Context: an optimization exercise on an open-source flow, tuned for small area. The choices shown serve that exercise and are no tape-out recipe.
The RTL was checked by simulation tests, not by an equivalence proof against the original design.
Power is estimated from default activity; no workload was simulated.

## game6
module game6 (
    input wire mode,
    input wire CLK,
    input wire rst,
    input wire [1:0] BTN_LR,
    input wire [9:0] i_x,
    input wire [8:0] i_y,
    input wire i_animate,
    output wire [3:0] VGA_R,
    output wire [3:0] VGA_G,
    output wire [3:0] VGA_B,
    output wire endgame,
    output wire [8:0] score,
    output wire win
    );
    reg [9:0] bxn;       
    reg [8:0] byn;       
    wire [9:0] bx = ~bxn;
    wire [8:0] by = ~byn;
    reg xd, yd;          
    reg par;             
    reg eg;              
    reg [8:0] ph;        
    reg cs;              
    reg hx, hy;          
    reg [4:0] n;         
    reg lit;             
    wire run = i_animate & ~eg & mode;
    wire bottom = ((by[7] & by[6] & ~by[5] & by[3] & by[1]));
    wire restart = ~mode | bottom | eg;
    wire cx104 = ((~bx[9] & ~bx[8] & ~bx[7] & bx[6] & bx[3]) | (~bx[9] & ~bx[8] & ~bx[7] & bx[6] & bx[4]) | (~bx[8] & bx[7] & ~bx[6] & ~bx[4] & ~bx[3] & bx[1]) | (~bx[9] & ~bx[8] & ~bx[7] & bx[6] & bx[5]));
    wire sx104 = ((~bx[7] & ~bx[5] & ~bx[3] & bx[2] & bx[1] & ~bx[0]));
    wire cx140 = ((~bx[9] & ~bx[8] & bx[7] & ~bx[6] & ~bx[5]) | (~bx[9] & ~bx[8] & ~bx[7] & bx[6] & bx[5] & bx[4]) | (~bx[9] & ~bx[8] & bx[7] & ~bx[6] & ~bx[4] & ~bx[0]) | (~bx[9] & ~bx[8] & bx[7] & ~bx[6] & ~bx[4] & ~bx[3]) | (~bx[8] & bx[5] & ~bx[4] & bx[3] & bx[1] & ~bx[0]));
    wire sx140 = ((~bx[7] & bx[5] & bx[3] & ~bx[2] & ~bx[1] & bx[0]) | (bx[7] & ~bx[6] & bx[5] & bx[2] & bx[1] & bx[0]));
    wire cx176 = ((~bx[8] & bx[7] & ~bx[6] & bx[5]) | (~bx[9] & ~bx[8] & bx[7] & ~bx[6] & bx[4]) | (~bx[8] & bx[7] & bx[6] & ~bx[5] & ~bx[4]));
  ...
Size in the first run: about 840 cells after synthesis, ~6900 µm² of cells after synthesis.
Settings: LEC_CHECK=0, CAP_MARGIN=0, CORE_MARGIN=2, CORE_UTILIZATION=40, CTS_BUF_LIST=sky130_fd_sc_hd__clkbuf_8, GPL_TIMING_DRIVEN=0, SLEW_MARGIN=0, SYNTH_HIERARCHICAL=1; clock period 16.0 ns.
standard.sh (not shown) runs the stock make flow with config.mk's settings and CLKGATE_MAP_FILE= SYNTH_SCRIPT=/design/flow/synth_recipe.tcl, a recipe that flattens the netlist after the stock synthesis.
==> flow/flow/run.sh <==
#!/bin/bash
# Layout flow: the standard layout (standard.sh) with these changes:
#  - the synthesis maps the logic with an area-oriented ABC script
#    (abc_area.script here) in place of ORFS's delay-oriented abc_speed.script;
#  - the synthesis adds no buffers between outputs that carry the same signal
#    (placement still gives every output port a buffer of its own);
#  - placement gives every input and output port a buf_1 buffer;
#  - clock tree synthesis adds no dummy loads to balance the tree's leaves.
# The synthesis is otherwise ORFS's with the standard flow's own script (synth_recipe.tcl),
# so the registers, their names and cells are those of the standard synthesis.
set -euo pipefail
W=$(pwd)
rm -rf "$W/scripts_area"
cp -r "$FLOW_HOME/scripts" "$W/scripts_area"
cp "$W/flow/abc_area.script" "$W/scripts_area/abc_speed.script"
bash "$W/standard.sh" SCRIPTS_DIR="$W/scripts_area" SYNTH_INSBUF=0 synth > "$W/synth.log" 2>&1
bash "$W/standard.sh" "BUFFER_PORTS_ARGS=-buffer_cell sky130_fd_sc_hd__buf_1" \
    "CTS_ARGS=-sink_clustering_enable -repair_clock_nets -buf_list sky130_fd_sc_hd__clkbuf_8 -dont_use_dummy_load" \
    > "$W/layout.log" 2>&1
==> flow/flow/abc_area.script <==
&get -n
&st
&syn2
&dc2
&syn2
&dch -f
&nf -R 1000 -p
&st
&syn2
&dc2
&syn2
&dch -f
&nf -R 1000 -p
&put
buffer -c
topo
stime -c
upsize -c
dnsize -c
The baseline went through all stages and came out clean.
Next try:
==> flow/flow/abc_area.script (replaced) <==
&get -n
&st
&syn2
&dc2
&syn2
&dch -f
&nf -R 1000 -p
&st
&syn2
&dc2
&syn2
&dch -f
&nf -R 1000 -p
&put
topo
--- a/flow/config.mk
+++ b/flow/config.mk
@@ -10 +10 @@
-export CORE_UTILIZATION = 40
+export CORE_UTILIZATION = 60
@@ -12,0 +13 @@
+export PLACE_DENSITY = 0.8
Synthesized cell count is lower by 5.9%; synthesized area goes down by 4.0%; setup slack degrades by 0.054 ns; final area came out lower by 4.0%; combinational power drops by about 6%; critical path depth came out higher by 9; via count climbs by 1.7%; total power barely changes.


Another version of the RTL of game6 (not shown whole).
Size: about 910 cells after synthesis.
export LEC_CHECK = 0
export CAP_MARGIN = 20
export CORE_MARGIN = 2
export CORE_UTILIZATION = 40
export SLEW_MARGIN = 20
create_clock -name core_clock -period 16.0 [get_ports {CLK}]
==> flow/flow/run.sh <==
#!/bin/bash
# Layout flow: the standard layout (standard.sh), except that the
# synthesis maps the logic with an area-oriented ABC script (abc_area.script
# here) in place of ORFS's delay-oriented abc_speed.script.  The synthesis is
# otherwise ORFS's and the standard flow's own (synth_recipe.tcl), so the registers, their
# names and cells are those of the standard synthesis.
set -euo pipefail
W=$(pwd)
rm -rf "$W/scripts_area"
cp -r "$FLOW_HOME/scripts" "$W/scripts_area"
cp "$W/flow/abc_area.script" "$W/scripts_area/abc_speed.script"
bash "$W/standard.sh" SCRIPTS_DIR="$W/scripts_area" synth > "$W/synth.log" 2>&1
bash "$W/standard.sh" > "$W/layout.log" 2>&1
==> flow/flow/abc_area.script <==
&get -n
&st
&syn2
&dc2
&syn2
&dch -f
&nf -R 1000 -p
&put
topo
The starting point produced a clean layout.
Change:
==> flow/run.sh (new file) <==
#!/bin/bash
# synth_recipe.tcl (not shown) runs the flow's synth.tcl, then flattens the netlist and writes it again
# the make line also repeats each setting of config.mk as NAME=value (left out here)
make -C /OpenROAD-flow-scripts/flow DESIGN_CONFIG=/design/flow/config.mk WORK_HOME=/design/flow/orfs CLKGATE_MAP_FILE= SYNTH_SCRIPT=/design/flow/synth_recipe.tcl finish
Settings changed: CORE_UTILIZATION 40 to 60, CTS_BUF_LIST from default to sky130_fd_sc_hd__clkbuf_8, CTS_CLUSTER_DIAMETER from default to 150, CTS_CLUSTER_SIZE from default to 40.
removed: flow/flow/run.sh
removed: flow/flow/abc_area.script
removed: flow/standard.sh
Wire length climbs by a few percent.
Power drops by a few percent.
Sequential power hardly moves.
Final cell count climbs slightly.
Global-route usage climbs by 11 points.
Non-clock buffer count climbs by 5.
Count of clock-buffer cells in the layout climbs by 2.
Area after synthesis climbs by roughly a tenth.
Final area climbs by a few percent.
Sequential cell count does not change.


== run 1 ==
Another version of the RTL of game6 (not shown whole).
For scale: about 860 cells after synthesis, about 85 flip-flops, roughly 48 I/O pins, roughly 6900 sq um of cells after synthesis.
clock: 16.0 ns
lec_check: 0
cap_margin: 0
core_margin: 2
core_utilization: 40
cts_buf_list: sky130_fd_sc_hd__clkbuf_8
gpl_timing_driven: 0
slew_margin: 0
synth_hierarchical: 1
==> flow/flow/run.sh <==
#!/bin/bash
# Layout flow: the standard layout (standard.sh) with three changes:
#  - the synthesis maps the logic with an area-oriented ABC script
#    (abc_area.script here) in place of ORFS's delay-oriented abc_speed.script;
#  - the synthesis buffers pass-through outputs with buf_1 instead of buf_4;
#  - placement gives every input and output port a buf_1 buffer.
# The synthesis is otherwise ORFS's with the standard flow's own script (synth_recipe.tcl),
# so the registers, their names and cells are those of the standard synthesis.
set -euo pipefail
W=$(pwd)
rm -rf "$W/scripts_area"
cp -r "$FLOW_HOME/scripts" "$W/scripts_area"
cp "$W/flow/abc_area.script" "$W/scripts_area/abc_speed.script"
bash "$W/standard.sh" SCRIPTS_DIR="$W/scripts_area" "MIN_BUF_CELL_AND_PORTS=sky130_fd_sc_hd__buf_1 A X" synth > "$W/synth.log" 2>&1
bash "$W/standard.sh" "BUFFER_PORTS_ARGS=-buffer_cell sky130_fd_sc_hd__buf_1" > "$W/layout.log" 2>&1
==> flow/flow/abc_area.script <==
&get -n
&st
&syn2
&dc2
&syn2
&dch -f
&nf -R 1000 -p
&st
&syn2
&dc2
&syn2
&dch -f
&nf -R 1000 -p
&put
topo
Run 1 finished every step from synthesis to the final layout, and the layout passed the timing, design-rule and antenna checks.
The following lists how run 2 was set up differently from run 1:
-- flow/flow/run.sh --
<<< run 1, line 6
#  - placement gives every input and output port a buf_1 buffer.
>>> run 2, line 6
#  - placement gives every input and output port a buf_1 buffer;
#  - clock tree synthesis adds no dummy loads to balance the tree's leaves.
<<< run 1, line 15
bash "$W/standard.sh" "BUFFER_PORTS_ARGS=-buffer_cell sky130_fd_sc_hd__buf_1" > "$W/layout.log" 2>&1
>>> run 2, line 16
bash "$W/standard.sh" "BUFFER_PORTS_ARGS=-buffer_cell sky130_fd_sc_hd__buf_1" \
    "CTS_ARGS=-sink_clustering_enable -repair_clock_nets -buf_list sky130_fd_sc_hd__clkbuf_8 -dont_use_dummy_load" \
    > "$W/layout.log" 2>&1
Findings:
Worst hold slack in run 2 vs run 1: down 0.0055 ns
Between run 2 and run 1, the power share of the clock group is higher for run 1.
For via total after detailed routing, run 1 and run 2 come out practically identical.
Setup changes, run 2 to run 3
# run 2
export LEC_CHECK = 0
export CAP_MARGIN = 0
export CORE_MARGIN = 2
export CORE_UTILIZATION = 40
export CTS_BUF_LIST = sky130_fd_sc_hd__clkbuf_8
export GPL_TIMING_DRIVEN = 0
export SLEW_MARGIN = 0
export SYNTH_HIERARCHICAL = 1
create_clock -name core_clock -period 16.0 [get_ports {CLK}]
# run 3
export LEC_CHECK = 0
export CAP_MARGIN = 0
export CORE_MARGIN = 2
export CORE_UTILIZATION = 55
export CTS_BUF_LIST = sky130_fd_sc_hd__clkbuf_8
export GPL_TIMING_DRIVEN = 0
export SLEW_MARGIN = 0
export SYNTH_HIERARCHICAL = 1
create_clock -name core_clock -period 16.0 [get_ports {CLK}]
-- flow/flow/run.sh --
<<< run 2, line 2
# Layout flow: the standard layout (standard.sh) with three changes:
>>> run 3, line 2
# Layout flow: the standard layout (standard.sh) with these changes:
==> comparison <==
Sort run 2 and run 3 by first-pass GRT wire length asc -> top: run 2
Die footprint (run 2 / run 3): 1.4
[compare] base=run 2 new=run 3: share of the clock period used by the worst path rose by 1.9 points, vertical die dimension fell by 14%, number of detailed-routing iterations run before antenna repair rose by 1, post-place setup slack fell by 0.26 ns.
Run 3 vs run 2: total net switching power up by a few percent
Diff run 2 -> run 3: antenna violation net count after detailed routing saw little to no change; worst hold slack saw an increase; fraction of area in multi-input gates saw an increase.
In run 3 the initial cell density of the core turned out 15 points higher than in run 2.
Input changes introduced in run 4 (baseline for comparison: run 3):
# run 3
export LEC_CHECK = 0
export CAP_MARGIN = 0
export CORE_MARGIN = 2
export CORE_UTILIZATION = 55
export CTS_BUF_LIST = sky130_fd_sc_hd__clkbuf_8
export GPL_TIMING_DRIVEN = 0
export SLEW_MARGIN = 0
export SYNTH_HIERARCHICAL = 1
create_clock -name core_clock -period 16.0 [get_ports {CLK}]
# run 4
export LEC_CHECK = 0
export CAP_MARGIN = 0
export CORE_MARGIN = 2
export CORE_UTILIZATION = 40
export CTS_BUF_LIST = sky130_fd_sc_hd__clkbuf_8
export SLEW_MARGIN = 0
export SYNTH_HIERARCHICAL = 1
create_clock -name core_clock -period 16.0 [get_ports {CLK}]
==> flow/flow/run.sh <==
#!/bin/bash
# Layout flow: the standard layout (standard.sh), except that the
# synthesis maps the logic with an area-oriented ABC script (abc_area.script
# here) in place of ORFS's delay-oriented abc_speed.script.  The synthesis is
# otherwise ORFS's and the standard flow's own (synth_recipe.tcl), so the registers, their
# names and cells are those of the standard synthesis.
set -euo pipefail
W=$(pwd)
rm -rf "$W/scripts_area"
cp -r "$FLOW_HOME/scripts" "$W/scripts_area"
cp "$W/flow/abc_area.script" "$W/scripts_area/abc_speed.script"
bash "$W/standard.sh" SCRIPTS_DIR="$W/scripts_area" synth > "$W/synth.log" 2>&1
bash "$W/standard.sh" > "$W/layout.log" 2>&1
==> flow/flow/abc_area.script <==
&get -n
&st
&syn2
&dc2
&syn2
&dch -f
&nf -R 1000 -p
&put
topo
- Across run 3 and run 4, the outcome is the same: a clean finish for every run.
- Share of final-layout standard cells stronger than drive strength 1 ends up lower on run 3.
- When run 4 is measured against run 3, its largest driver fanout on the critical path turns out 3 lower.
- Summary of run 4 over run 3: via count of the routed design lower, total non-filler cell area in the finished layout higher, detailed-placement wirelength estimate lower.


== P ==
game6 again, from the RTL that the note above started with.
Design game6, start of the top module:
module game6 (
    input wire mode,
    input wire CLK,
    input wire rst,
    input wire [1:0] BTN_LR,
    input wire [9:0] i_x,
    input wire [8:0] i_y,
    input wire i_animate,
    output wire [3:0] VGA_R,
    output wire [3:0] VGA_G,
    output wire [3:0] VGA_B,
    output wire endgame,
    output wire [8:0] score,
    output wire win
    );
Settings: LEC_CHECK=0, CAP_MARGIN=0, CORE_MARGIN=2, CORE_UTILIZATION=40, CTS_BUF_LIST=sky130_fd_sc_hd__clkbuf_8, SLEW_MARGIN=0, SYNTH_HIERARCHICAL=1; clock period 16.0 ns.
==> flow/flow/run.sh <==
#!/bin/bash
# Layout flow: the standard layout (standard.sh), except that the
# synthesis maps the logic with an area-oriented ABC script (abc_area.script
# here) in place of ORFS's delay-oriented abc_speed.script.  The synthesis is
# otherwise ORFS's and the standard flow's own (synth_recipe.tcl), so the registers, their
# names and cells are those of the standard synthesis.
set -euo pipefail
W=$(pwd)
rm -rf "$W/scripts_area"
cp -r "$FLOW_HOME/scripts" "$W/scripts_area"
cp "$W/flow/abc_area.script" "$W/scripts_area/abc_speed.script"
bash "$W/standard.sh" SCRIPTS_DIR="$W/scripts_area" synth > "$W/synth.log" 2>&1
bash "$W/standard.sh" "BUFFER_PORTS_ARGS=-buffer_cell sky130_fd_sc_hd__buf_1" > "$W/layout.log" 2>&1
==> flow/flow/abc_area.script <==
&get -n
&st
&syn2
&dc2
&syn2
&dch -f
&nf -R 1000 -p
&put
topo
Edits applied to the flow inputs when going from P to Q:
# P
export LEC_CHECK = 0
export CAP_MARGIN = 0
export CORE_MARGIN = 2
export CORE_UTILIZATION = 40
export CTS_BUF_LIST = sky130_fd_sc_hd__clkbuf_8
export SLEW_MARGIN = 0
export SYNTH_HIERARCHICAL = 1
create_clock -name core_clock -period 16.0 [get_ports {CLK}]
# Q
export LEC_CHECK = 0
export CAP_MARGIN = 0
export CORE_MARGIN = 2
export CORE_UTILIZATION = 40
export CTS_BUF_LIST = sky130_fd_sc_hd__clkbuf_8
export GPL_TIMING_DRIVEN = 0
export SLEW_MARGIN = 0
export SYNTH_HIERARCHICAL = 1
create_clock -name core_clock -period 16.0 [get_ports {CLK}]
==> flow/flow/run.sh <==
#!/bin/bash
# Layout flow: the standard layout (standard.sh) with these changes:
#  - the synthesis maps the logic with an area-oriented ABC script
#    (abc_area.script here) in place of ORFS's delay-oriented abc_speed.script;
#  - the synthesis buffers pass-through outputs with buf_1 instead of buf_4;
#  - placement gives every input and output port a buf_1 buffer;
#  - clock tree synthesis adds no dummy loads to balance the tree's leaves.
# The synthesis is otherwise ORFS's with the standard flow's own script (synth_recipe.tcl),
# so the registers, their names and cells are those of the standard synthesis.
set -euo pipefail
W=$(pwd)
rm -rf "$W/scripts_area"
cp -r "$FLOW_HOME/scripts" "$W/scripts_area"
cp "$W/flow/abc_area.script" "$W/scripts_area/abc_speed.script"
bash "$W/standard.sh" SCRIPTS_DIR="$W/scripts_area" "MIN_BUF_CELL_AND_PORTS=sky130_fd_sc_hd__buf_1 A X" synth > "$W/synth.log" 2>&1
bash "$W/standard.sh" "BUFFER_PORTS_ARGS=-buffer_cell sky130_fd_sc_hd__buf_1" \
    "CTS_ARGS=-sink_clustering_enable -repair_clock_nets -buf_list sky130_fd_sc_hd__clkbuf_8 -dont_use_dummy_load" \
    > "$W/layout.log" 2>&1
==> flow/flow/abc_area.script <==
&get -n
&st
&syn2
&dc2
&syn2
&dch -f
&nf -R 1000 -p
&st
&syn2
&dc2
&syn2
&dch -f
&nf -R 1000 -p
&put
topo
[summary]
P has a higher width of the die than Q.
Diff P -> Q | fmax | down slightly
Q against P: non-clock buffer total of the final layout went up 8.9%, via count down about 2%.
First-pass GRT wire length (Q over P): decrease, 3.6%
Setup changes, Q to R
# Q
export LEC_CHECK = 0
export CAP_MARGIN = 0
export CORE_MARGIN = 2
export CORE_UTILIZATION = 40
export CTS_BUF_LIST = sky130_fd_sc_hd__clkbuf_8
export GPL_TIMING_DRIVEN = 0
export SLEW_MARGIN = 0
export SYNTH_HIERARCHICAL = 1
create_clock -name core_clock -period 16.0 [get_ports {CLK}]
# R
export LEC_CHECK = 0
export CAP_MARGIN = 0
export CORE_MARGIN = 2
export CORE_UTILIZATION = 40
export CTS_BUF_LIST = sky130_fd_sc_hd__clkbuf_8
export SLEW_MARGIN = 0
export SYNTH_HIERARCHICAL = 1
create_clock -name core_clock -period 16.0 [get_ports {CLK}]
diff --git a/flow/flow/run.sh b/flow/flow/run.sh
--- a/flow/flow/run.sh
+++ b/flow/flow/run.sh
@@ -2 +2 @@
-# Layout flow: the standard layout (standard.sh) with these changes:
+# Layout flow: the standard layout (standard.sh) with three changes:
@@ -6,2 +6 @@
-#  - placement gives every input and output port a buf_1 buffer;
-#  - clock tree synthesis adds no dummy loads to balance the tree's leaves.
+#  - placement gives every input and output port a buf_1 buffer.
@@ -16,3 +15 @@
-bash "$W/standard.sh" "BUFFER_PORTS_ARGS=-buffer_cell sky130_fd_sc_hd__buf_1" \
-    "CTS_ARGS=-sink_clustering_enable -repair_clock_nets -buf_list sky130_fd_sc_hd__clkbuf_8 -dont_use_dummy_load" \
-    > "$W/layout.log" 2>&1
+bash "$W/standard.sh" "BUFFER_PORTS_ARGS=-buffer_cell sky130_fd_sc_hd__buf_1" > "$W/layout.log" 2>&1
Results
- Q and R all finish clean.
- Total met3 wirelength after detailed routing: R vs Q up 190 um
- Final hold slack sits higher in R than in Q.
- Static leakage power in R vs Q: up about 3.4%
- Looking at total power across Q and R, the one that comes out lower is Q.
- [compare] base=Q new=R: fmax now sits higher, number of cells upsized or downsized after cts now sits at about the same level.
- Summary of R over Q: cell area climbed about 1.4%; clock buffer count climbed 1; worst slack at placement climbed 0.18 ns.

[static timing again, ports no longer ideal]
The flow's constraints put no driver on any port. The routed layouts listed below were extracted and timed again, unchanged, in two steps. Step 1 sets driving cells, clkbuf_16 on the clock port and buf_2 on the other inputs (assumed; they add their load-dependent delay and slew). Step 2 moves the port delays by t, midway between the first and last clock arrival at a register: inputs arrive t later, outputs are due t later. That takes back most of the time a late clock gives input paths. a / b / c = ideal / step 1 / step 2; a / b = the first two.
run | shift t [ns] | setup WS [ns] | hold WS [ns]
the first run of note 1 | 0.405 | 7.524 / 7.500 / 7.392 | 0.434 / 0.434 / 0.434
the second run of note 1 | 0.413 | 7.470 / 7.485 / 7.072 | 0.453 / 0.453 / 0.453
the first run of note 2 | 0.401 | 7.883 / 7.901 / 7.500 | 0.455 / 0.455 / 0.455
the second run of note 2 | 0.418 | 7.786 / 7.801 / 7.382 | 0.461 / 0.461 / 0.461
run 1 | 0.423 | 7.871 / 7.888 / 7.464 | 0.455 / 0.455 / 0.455
run 2 | 0.417 | 7.869 / 7.886 / 7.469 | 0.449 / 0.449 / 0.449
run 3 | 0.416 | 7.557 / 7.578 / 7.161 | 0.459 / 0.459 / 0.459
run 4 | 0.435 | 7.591 / 7.610 / 7.174 | 0.464 / 0.464 / 0.464
P | 0.410 | 7.985 / 7.999 / 7.589 | 0.454 / 0.454 / 0.454
Q | 0.417 | 7.869 / 7.886 / 7.469 | 0.449 / 0.449 / 0.449
R | 0.411 | 8.003 / 8.020 / 7.609 | 0.464 / 0.464 / 0.464
After both steps setup and hold are still met in every run listed. The setup slack of run 4, which loses most, moves by +0.019 ns with the drivers and by -0.417 ns with both steps.
